Source: an optimization exercise on an open RTL-to-GDS flow (aim: small area). Production flows keep margins and buffers that such runs may drop.
The RTL was checked by simulation tests, not by an equivalence proof against the original design.
The clock port is modelled as an ideal driver; clocking choices that lean on that would not hold on a real chip.
Power is estimated from default activity; no workload was simulated.

Setup of the previous run:
// top
module top (
    input  wire bb_clk_in,
    input  wire rst_h,
    output wire DATA1,
    output wire DATA2,
    input  wire COM1,
    input  wire COM2
);
wire clk = bb_clk_in;
reg       q2;
reg [1:0] c3;    
always @(posedge clk or posedge rst_h)
    if (rst_h) begin
        q2 <= 1'b0;
        c3 <= 2'd0;
    end else begin
        q2 <= ~q2;
        c3 <= {c3 != 2'd2, c3[1] ^ c3[0]};
    end
wire s2  = ~q2;
wire s3  = (c3 == 2'd3);
wire smp = (c3 == 2'd2);
reg r1, r2;          
reg a1, a2;      
reg rx_in;       
reg line;        
always @(posedge clk) begin
    r1 <= COM1;
    r2 <= COM2;
    if (smp) begin
        a1 <= COM1;
        a2 <= COM2;
        rx_in <= line ? a2 : a1;
    end
end
reg       in_q, in_qq;
reg       ract;      
reg       rdec;      
reg [1:0] takt;
reg [3:0] bitc;      
reg [7:0] rbyte;
reg       rpar;
wire rs_start = ract && (bitc == 4'd0);
wire rs_wnw   = ract && (bitc == 4'd11);
wire rs_recv  = ract && !rs_start && !rs_wnw;
wire spad = in_qq & ~in_q;
wire rfail = !ract && (takt == 2'd2);
wire dot  = in_qq;
wire rerr = (bitc == 4'd0)  ? dot :
            (bitc == 4'd9)  ? ~(dot ^ rpar) :
            (bitc == 4'd10) ? ~dot : 1'b0;
wire shift_en = (bitc != 4'd0) && (bitc < 4'd9);
wire rd_en = rs_wnw && (takt == 2'd2);
always @(posedge clk or posedge rst_h)
    if (rst_h) begin
        ract  <= 1'b0;
        rdec  <= 1'b0;
    end else if (s3) begin
        if (!ract) begin
            rdec <= 1'b0;
            if (spad) ract <= 1'b1;
        end else if (rs_wnw) begin
            if (!spad && takt == 2'd1) ract <= 1'b0;
        end else begin
            if (rs_recv && takt == 2'd3) rdec <= 1'b1;
            if (takt == 2'd1 && rerr) ract <= 1'b0;
        end
    end
always @(posedge clk)
    if (s3) begin
        in_q  <= rx_in;
        in_qq <= in_q;
        if (!ract || (rs_wnw && spad)) begin
            takt <= 2'd0;
            bitc <= 4'd0;
        end else begin
            takt <= takt + 2'd1;
            if (takt == 2'd1) bitc <= bitc + 4'd1;
        end
        if (rs_recv && takt == 2'd1 && shift_en) begin
            rbyte <= {dot, rbyte[7:1]};
            rpar  <= rpar ^ dot;
  ...
clock: 6.0 ns
lec_check: 0
cap_margin: 20
core_margin: 2
core_utilization: 30
slew_margin: 20
standard.sh (not shown) runs the stock make flow with config.mk's settings and CLKGATE_MAP_FILE= SYNTH_SCRIPT=/design/flow/synth_recipe.tcl, a recipe that flattens the netlist after the stock synthesis.
==> flow/flow/run.sh <==
#!/bin/bash
# Standard layout, except: clock tree with small buffers and no dummy loads
# (leaf buffers that drive many flip-flops are then upsized, see
# post_cts.tcl), and the smallest buffer on each port.
export CTS_ARGS="-sink_clustering_enable -repair_clock_nets -dont_use_dummy_load -root_buf sky130_fd_sc_hd__clkbuf_8 -buf_list sky130_fd_sc_hd__clkbuf_4"
export BUFFER_PORTS_ARGS="-buffer_cell sky130_fd_sc_hd__buf_1"
export POST_CTS_TCL="$(pwd)/flow/post_cts.tcl"
bash standard.sh > standard.log 2>&1
==> flow/flow/post_cts.tcl <==
set block [ord::get_db_block]
set n 0
foreach inst [$block getInsts] {
  if {[[$inst getMaster] getName] != "sky130_fd_sc_hd__clkbuf_4"} { continue }
  set net [[$inst findITerm X] getNet]
  if {$net == "NULL"} { continue }
  set fo [expr {[llength [$net getITerms]] - 1}]
  if {$fo > 8} {
    replace_cell [get_cells [$inst getName]] sky130_fd_sc_hd__clkbuf_8
    incr n
  }
}
puts "post_cts: upsized $n clock buffers"
detailed_placement
check_placement -verbose
estimate_parasitics -placement
Input-level comparison between the current run and the previous run:
-- flow/design.v --
<<< the previous run, line 86
localparam D_IDLE = 3'd0, D_HDR = 3'd1, D_BODY = 3'd2, D_CHECK = 3'd3, D_OK = 3'd4, D_BAD = 3'd5;
reg [2:0]  dst;
reg [1:0]  idx;      
reg [15:0] rem;      
reg [1:0]  cls;      
reg [15:0] rcrc;
>>> the current run, line 86
localparam D_IDLE = 3'd0, D_HDR = 3'd1, D_BODY = 3'd2, D_CHECK = 3'd3, D_OK = 3'd4, D_BAD = 3'd5;
reg [2:0]  dst;
reg [1:0]  idx;
reg [15:0] rem;      
reg        rdecr;    
reg        rbor;     
reg [1:0]  cls;      
reg [15:0] rcrc;
<<< the previous run, line 94
wire front   = s3 && rs_recv && (takt == 2'd3) && !rdec;
wire rem_load = s3 && rs_recv && (takt == 2'd1) && shift_en && (dst == D_HDR) && idx[1];
wire rem_step = s3 && ract && (dst == D_BODY) && idx[1] && (bitc != 4'd0) && (bitc < 4'd5);
wire rx_byte = s3 && rd_en;
wire rx_done = (dst == D_OK) || (dst == D_BAD);
>>> the current run, line 96
wire front   = s3 && rs_recv && (takt == 2'd3) && !rdec;
wire rem_load = s3 && rs_recv && (takt == 2'd1) && shift_en && (dst == D_HDR) && idx[1];
wire rem_step = s3 && ract && rdecr && (bitc != 4'd0) && (bitc < 4'd5);
wire rx_byte = s3 && rd_en;
wire rx_done = (dst == D_OK) || (dst == D_BAD);
<<< the previous run, line 113
        D_BODY: if (s3) begin
            if (rfail) dst <= D_BAD;
            else if (rd_en && idx == 2'd1) dst <= D_CHECK;
        end
        D_CHECK: dst <= (rcrc == 16'd0) ? D_OK : D_BAD;
>>> the current run, line 115
        D_BODY: if (s3) begin
            if (rfail) dst <= D_BAD;
            else if (rd_en && !rdecr && idx == 2'd1) dst <= D_CHECK;
        end
        D_CHECK: dst <= (rcrc == 16'd0) ? D_OK : D_BAD;
<<< the previous run, line 128
        cls  <= 2'd0;
    end else if ((dst == D_HDR || dst == D_BODY) && rx_byte) begin
        if (dst == D_HDR || !idx[1]) idx <= idx + 2'd1;
        if (dst == D_HDR && idx == 2'd1) cls <= {rbyte == 8'h04, rbyte[7:1] == 7'h01};
    end else if (dst == D_BODY && s3 && rs_start) begin
        idx[1] <= (rem != 16'd0);
        if (rem != 16'd0) idx[0] <= 1'b1;
    end else if (rem_step)
        idx[0] <= idx[0] & ~rem[8];
always @(posedge clk) begin
    if (rem_load || rem_step) begin
        rem[14:8] <= rem[15:9];
        rem[6:0]  <= rem[7:1];
        rem[7]    <= rem[8] ^ (rem_step & idx[0]);
        rem[15]   <= rem_load ? dot : rem[0];
    end
>>> the current run, line 130
        cls  <= 2'd0;
    end else if ((dst == D_HDR || dst == D_BODY) && rx_byte) begin
        if (dst == D_HDR || !rdecr) idx <= idx + 2'd1;
        if (dst == D_HDR && idx == 2'd1) cls <= {rbyte == 8'h04, rbyte[7:1] == 7'h01};
    end
always @(posedge clk) begin
    if (s3 && rs_start) begin
        rdecr <= (dst == D_BODY) && (rem != 16'd0);
        rbor  <= 1'b1;
    end else if (rem_step)
        rbor <= rbor & ~rem[8];
    if (rem_load || rem_step) begin
        rem[14:8] <= rem[15:9];
        rem[6:0]  <= rem[7:1];
        rem[7]    <= rem[8] ^ (rem_step & rbor);
        rem[15]   <= rem_load ? dot : rem[0];
    end
<<< the previous run, line 165
    else if (s3) rcnt <= rcnt + 5'd1;
localparam T_IDLE = 4'd0, T_WAIT = 4'd1, T_RX = 4'd2, T_P1 = 4'd3, T_P2 = 4'd4, T_P3 = 4'd5,
           T_S0 = 4'd6, T_S1 = 4'd7, T_S2 = 4'd8, T_SEND = 4'd9, T_CEND = 4'd10, T_CEND2 = 4'd11,
           T_F1 = 4'd12, T_F2 = 4'd13, T_F3 = 4'd14;
reg [3:0]  txs;
reg        ferr, fdat;
reg [10:0] M;        
reg [15:0] pcnt;     
reg        out;
reg        pt;       
reg [3:0]  count;
wire coding = (txs == T_SEND) || (txs == T_CEND);
wire hdr    = (M[10:4] == 7'h7f);
wire crcreg = (M[10:4] == 7'h7e) && (M[3:1] == 3'b111);
>>> the current run, line 168
    else if (s3) rcnt <= rcnt + 5'd1;
localparam T_IDLE = 4'd0, T_WAIT = 4'd1, T_RX = 4'd2, T_P1 = 4'd3, T_P2 = 4'd4, T_P3 = 4'd5,
           T_S0 = 4'd6, T_S1 = 4'd7, T_S2 = 4'd8, T_SEND = 4'd9, T_CEND = 4'd10,
           T_F1 = 4'd11, T_F2 = 4'd12, T_F3 = 4'd13;
reg [3:0]  txs;
reg        ferr, fdat;
reg [10:0] M;        
reg [15:0] pcnt;     
reg        coding, out;
reg        pt;       
reg [3:0]  count;
wire hdr    = (M[10:4] == 7'h7f);
wire crcreg = (M[10:4] == 7'h7e) && (M[3:1] == 3'b111);
<<< the previous run, line 243
        T_S0, T_S1, T_S2: if (s2) txs <= txs + 4'd1;
        T_SEND: if (s2 && coding && count == 4'd2 && crc_hi) txs <= T_CEND;
        T_CEND: if (s2 && pt && count == 4'd1) txs <= T_CEND2;
        T_CEND2: if (s2) txs <= T_F1;
        T_F3: txs <= T_IDLE;
        default: txs <= txs + 4'd1;
>>> the current run, line 245
        T_S0, T_S1, T_S2: if (s2) txs <= txs + 4'd1;
        T_SEND: if (s2 && coding && count == 4'd2 && crc_hi) txs <= T_CEND;
        T_CEND: if (s2 && !coding) txs <= T_F1;
        T_F3: txs <= T_IDLE;
        default: txs <= txs + 4'd1;
<<< the previous run, line 270
always @(posedge clk or posedge rst_h)
    if (rst_h) begin
        out    <= 1'b1;
    end else if (s2) begin
        out <= coding ? sel : 1'b1;
    end
>>> the current run, line 271
always @(posedge clk or posedge rst_h)
    if (rst_h) begin
        coding <= 1'b0;
        out    <= 1'b1;
    end else if (s2) begin
        if (txs == T_S2) coding <= 1'b1;
        else if (pt && count == 4'd1) coding <= 1'b0;
        out <= coding ? sel : 1'b1;
    end
[summary]
The current run ended with every stage complete and zero timing, DRC or antenna violations.
The previous run reports its destination of the critical timing path as pt$_SDFFCE_PP0P_ while the current run reports pt$_SDFFCE_PN0P_.
Taking the previous run as the reference, in the current run worst supply voltage drop on vdd higher; post-layout instance area increased 1.1%; period utilization moved down; post-synthesis share of cell area spent on and, or, nand and nor gates +1.5 points.
Proportion of power drawn by combinational gates ends up higher on the previous run.

-- afterwards: timing with drivers on the ports --
Ports are ideal in the flow. The routed layouts listed here were re-timed in OpenROAD. Step 1: set_driving_cell puts a clkbuf_16 on bb_clk_in and a buf_2 on each other input, an assumption about the parent block. Step 2 moves the port delays by t, midway between the first and last clock arrival at a register: inputs arrive t later, outputs are due t later. That takes back most of the time a late clock gives input paths. Slacks: no drivers / after step 1 / after step 2; pairs: no drivers / after step 1.
| run | t (ns) | setup WS [ns] | worst setup path after step 2 | slew at the worst register clock pin (ns) | worst slew at a driven data input, ns |
|---|---|---|---|---|---|
| the previous run | 0.438 | 1.859 / 1.859 / 1.859 | register to register | 0.10 / 0.10 | 0.04 |
| the current run | 0.422 | 1.884 / 1.884 / 1.884 | register to register | 0.09 / 0.09 | 0.04 |
After both steps every run listed still meets setup and hold.
